Source: an optimization exercise on an open RTL-to-GDS flow (aim: small area and a short achievable clock period). Production flows keep margins and buffers that such runs may drop.
In this exercise RTL edits were held to simulation tests only and were not proved equivalent to the original.

==> job 4612: inputs <==
Design fft_complex_compute, start of the top module:
module fft_complex_compute #(
  parameter DATA_WIDTH = 32
) (
  input  logic clk,
  input  logic [DATA_WIDTH-1:0] x_N,
  input  logic [DATA_WIDTH-1:0] x_M,
  input  logic [DATA_WIDTH-1:0] w_N,
  output logic [DATA_WIDTH-1:0] y_N,
  output logic [DATA_WIDTH-1:0] y_M
);
  logic [15:0] ar, ai, wr, wi, wrn, win;
  logic [15:0] ar2, ai2;
  logic [15:0] ynr, yni, ymr, ymi;
  logic [15:0] ar3, ai3, dr3, di3;
  logic [7:0] br_neg, br_one, br_two;
  logic [7:0] bi_neg, bi_one, bi_two;
  logic pp1;
  logic pp2;
  logic pp3;
  logic pp4;
  logic pp5;
  logic pp6;
  logic pp7;
  logic pp8;
  logic pp9;
  logic pp10;
  logic pp11;
  logic pp12;
  logic pp13;
  logic pp14;
  logic pp15;
  logic pp16;
  logic pp17;
  logic pp18;
  logic pp19;
  logic pp20;
  logic pp21;
  logic pp22;
  logic pp23;
  logic pp24;
  logic pp25;
  logic pp26;
  logic pp27;
  logic pp28;
  logic pp29;
  logic pp30;
  logic pp31;
  logic pp32;
  logic pp33;
  logic pp34;
  logic pp35;
  logic pp36;
  logic pp37;
  logic pp38;
  logic pp39;
  logic pp40;
  logic pp41;
  logic pp42;
  logic pp43;
  logic pp44;
  logic pp45;
  logic pp46;
  logic pp47;
  logic pp48;
  logic pp49;
  logic pp50;
  logic pp51;
  logic pp52;
  logic pp53;
  logic pp54;
  logic pp55;
  logic pp56;
  ...
Settings: LEC_CHECK=0, ABC_AREA=1, CAP_MARGIN=20, CORE_MARGIN=2, CORE_UTILIZATION=40, CTS_CLUSTER_DIAMETER=120, CTS_CLUSTER_SIZE=20, SETUP_SLACK_MARGIN=4.5, SLEW_MARGIN=20, SYNTH_HIERARCHICAL=1, SYNTH_MINIMUM_KEEP_SIZE=0, TNS_END_PERCENT=25; clock period 8.0 ns.
standard.sh (not shown) runs the stock make flow with config.mk's settings and CLKGATE_MAP_FILE= SYNTH_SCRIPT=/design/flow/synth_recipe.tcl, a recipe that flattens the netlist after the stock synthesis.
==> flow/flow/run.sh <==
#!/bin/bash
# The standard layout (the standard.sh: ORFS synthesis through finish,
# unchanged), except that the port buffers that global placement inserts on
# every input and output are the platform's smallest buffer (buf_1) rather
# than the one buffer_ports picks by default.  Timing repair still resizes
# them where a path needs it.  The tools' output goes to standard.log.
set -euo pipefail
export BUFFER_PORTS_ARGS="-buffer_cell sky130_fd_sc_hd__buf_1"
bash standard.sh > standard.log 2>&1
==> job 8819: changes against job 4612 <==
--- a/flow/config.mk
+++ b/flow/config.mk
@@ -11,8 +11,8 @@
 export CORE_UTILIZATION = 40
 export CTS_CLUSTER_DIAMETER = 120
 export CTS_CLUSTER_SIZE = 20
+export PLACE_DENSITY = 0.75
 export SETUP_SLACK_MARGIN = 4.5
 export SLEW_MARGIN = 20
 export SYNTH_HIERARCHICAL = 1
 export SYNTH_MINIMUM_KEEP_SIZE = 0
-export TNS_END_PERCENT = 25
==> results by group <==
GRT
  – GRT Overall Usage: 0.235

Worst setup path
  – R2R Setup Slk: 4430 ps
  – Worst path arrival time: 4040 ps

Final layout
  – Sequential Area: between 6000 and 7000 µm²
  – # fillers: 7240

Timing
  – Slew @ Worst Pin: 1210 ps
  – Maximum clock frequency: 0.280 GHz
  – Post-route setup slack: 4430 ps
  – Hold WS: ~330 ps

Run status
  – Status: finished clean

Worst hold path
  – Hold-critical path endpoint: ar2[11]

Placement
  – Global placement routability congestion: 0.983
# the run above: job 8819

==> results by group <==
Run status
  – Status: finished clean

Worst setup path
  – Worst path arrival time: roughly 4000 ps

Timing
  – Post-route setup slack: 4500 ps
  – Slew @ Worst Pin: 995 ps
  – Hold WS: 329 ps

Placement
  – Global placement routability congestion: 0.921

Final layout
  – # fillers: 7503
  – Sequential Area: slightly below 7000 µm²

GRT
  – GRT Overall Usage: 0.236
# the run above: job 4612


==> inputs of 09-10 <==
Another version of the RTL of fft_complex_compute (not shown whole).
Settings: LEC_CHECK=0, ABC_AREA=1, CAP_MARGIN=20, CORE_MARGIN=2, CORE_UTILIZATION=40, SETUP_SLACK_MARGIN=4.5, SLEW_MARGIN=20, SYNTH_HIERARCHICAL=1, SYNTH_MINIMUM_KEEP_SIZE=0; clock period 8.0 ns.
run.sh (not shown) runs the stock make flow with config.mk's settings and CLKGATE_MAP_FILE= SYNTH_SCRIPT=/design/flow/synth_recipe.tcl, a recipe that flattens the netlist after the stock synthesis.
Stock flow here: none of the scripts above is used.
==> inputs of 03-21, as changes to 09-10 <==
- SETUP_SLACK_MARGIN: 4.5 -> 4.0
==> inputs of 04-20, as changes to 09-10 <==
- CTS_BUF_LIST: not set -> sky130_fd_sc_hd__clkbuf_8
==> notes <==
The lowest via count belongs to 03-21, the highest to 04-20.
Synthesized cell count is the same in 09-10 and 03-21.
Flip-flop and latch count is the same in 09-10 and 04-20.

==> 09-08: inputs <==
fft_complex_compute again, from the RTL that the note above started with.
==> flow/design.v (excerpt) <==
module fft_complex_compute #(
  parameter DATA_WIDTH = 32
) (
  input  logic clk,
  input  logic [DATA_WIDTH-1:0] x_N,
  input  logic [DATA_WIDTH-1:0] x_M,
  input  logic [DATA_WIDTH-1:0] w_N,
  output logic [DATA_WIDTH-1:0] y_N,
  output logic [DATA_WIDTH-1:0] y_M
);
  logic [15:0] ar, ai, wr, wi;
  logic [15:0] ar2, ai2;
  logic [15:0] ynr, yni, ymr, ymi;
  logic [7:0] br_neg, br_one, br_two;
  logic [7:0] bi_neg, bi_one, bi_two;
  logic pp1;
  logic pp2;
  logic pp3;
  logic pp4;
  logic pp5;
  logic pp6;
  logic pp7;
  logic pp8;
  logic pp9;
  logic pp10;
  logic pp11;
  logic pp12;
  logic pp13;
  logic pp14;
  logic pp15;
  logic pp16;
  logic pp17;
  logic pp18;
  logic pp19;
  logic pp20;
  logic pp21;
  logic pp22;
  logic pp23;
  logic pp24;
  logic pp25;
  logic pp26;
  logic pp27;
  logic pp28;
  logic pp29;
  logic pp30;
  logic pp31;
  logic pp32;
  logic pp33;
  logic pp34;
  logic pp35;
  logic pp36;
  logic pp37;
  logic pp38;
  logic pp39;
  logic pp40;
  logic pp41;
  logic pp42;
  logic pp43;
  logic pp44;
  logic pp45;
  logic pp46;
  logic pp47;
  logic pp48;
  logic pp49;
  logic pp50;
  logic pp51;
  logic pp52;
  logic pp53;
  logic pp54;
  logic pp55;
  logic pp56;
  logic pp57;
  logic pp58;
  logic pp59;
  logic pp60;
  logic pp61;
  logic pp62;
  logic pp63;
  logic pp64;
  logic pp65;
  logic pp66;
  logic pp67;
  logic pp68;
  logic pp69;
  logic pp70;
  logic pp71;
  logic pp72;
  logic pp73;
  logic pp74;
  logic pp75;
  logic pp76;
  logic pp77;
  logic pp78;
  logic pp79;
  logic pp80;
  logic pp81;
  logic pp82;
  logic pp83;
  logic pp84;
  logic pp85;
  logic pp86;
  logic pp87;
  logic pp88;
  logic pp89;
  logic pp90;
  logic pp91;
  logic pp92;
  logic pp93;
  logic pp94;
  logic pp95;
  logic pp96;
  logic pp97;
  logic pp98;
  ...
Settings: LEC_CHECK=0, ABC_AREA=1, CAP_MARGIN=20, CORE_MARGIN=2, CORE_UTILIZATION=40, SETUP_SLACK_MARGIN=4.7, SLEW_MARGIN=20, SYNTH_HIERARCHICAL=1, SYNTH_MINIMUM_KEEP_SIZE=0; clock period 8.0 ns.
==> 12-18 (differences from 09-08) <==
--- a/flow/config.mk
+++ b/flow/config.mk
@@ -9,6 +9,7 @@
 export CAP_MARGIN = 20
 export CORE_MARGIN = 2
-export CORE_UTILIZATION = 40
-export SETUP_SLACK_MARGIN = 4.7
+export CORE_UTILIZATION = 60
+export PLACE_DENSITY = 0.7
+export SETUP_SLACK_MARGIN = 4.5
 export SLEW_MARGIN = 20
 export SYNTH_HIERARCHICAL = 1
==> comparison table <==
metric                                                             09-08              12-18
Status                                                    finished clean     finished clean
Count of vias placed by the detailed router                        26000              25400
Post-Layout Inst Area                                          38600 um2          35400 um2
Post-Place Cells                                                    4326               3967
Critical Path Stages                                                  10                  9
Setup Skew                                                     0.0221 ns          0.0370 ns
Via/cell ratio                                                      5.73               6.25
Buffers excl. clock                                                  362                257
Proportion of cell area occupied by multi-input gates              60.2%              63.3%
Setup slack, reg-to-reg                                          4.61 ns            4.47 ns
Launching point of the worst reg2reg path              bi_two[2]$_DFF_P_  br_neg[5]$_DFF_P_
Initial core utilization                                           40.4%              60.7%
Top metal layer carrying routed signals                             met5               met4
Largest stage delay on the critical path                         0.49 ns            0.61 ns

port drivers added, routing unchanged:
The results above use ideal ports. As a check the final layouts listed here were re-extracted and re-timed, cells and wires unchanged.
Step 1 assumes that a clkbuf_16 drives the clock port and a buf_2 every other input.
Step 2 also shifts input and output timing later by t, the mid clock arrival at the registers, as if the neighbouring blocks saw the same clock.
a / b / c = ideal / step 1 / step 2; a / b = the first two.
| run | t, ns | slack for setup (ns) | worst hold slack (ns) | clock arrival spread, ns | cell pins on the clock port's net |
|---|---|---|---|---|---|
| job 4612 | 0.661 | 4.498 / 4.498 / 4.498 | 0.329 / 0.329 / 0.329 | 0.025 / 0.024 | 1 |
| job 8819 | 0.663 | 4.433 / 4.433 / 4.433 | 0.330 / 0.330 / 0.330 | 0.050 / 0.050 | 1 |
| 09-10 | 0.647 | 4.499 / 4.499 / 4.499 | 0.320 / 0.320 / 0.320 | 0.026 / 0.025 | 1 |
| 03-21 | 0.643 | 4.066 / 4.066 / 4.066 | 0.319 / 0.319 / 0.319 | 0.025 / 0.025 | 1 |
| 04-20 | 0.747 | 4.478 / 4.478 / 4.478 | 0.311 / 0.311 / 0.311 | 0.054 / 0.054 | 1 |
| 09-08 | 0.643 | 4.615 / 4.615 / 4.615 | 0.321 / 0.321 / 0.321 | 0.024 / 0.023 | 1 |
| 12-18 | 0.637 | 4.467 / 4.467 / 4.467 | 0.325 / 0.325 / 0.325 | 0.037 / 0.037 | 1 |
After both steps every run listed still meets setup and hold.
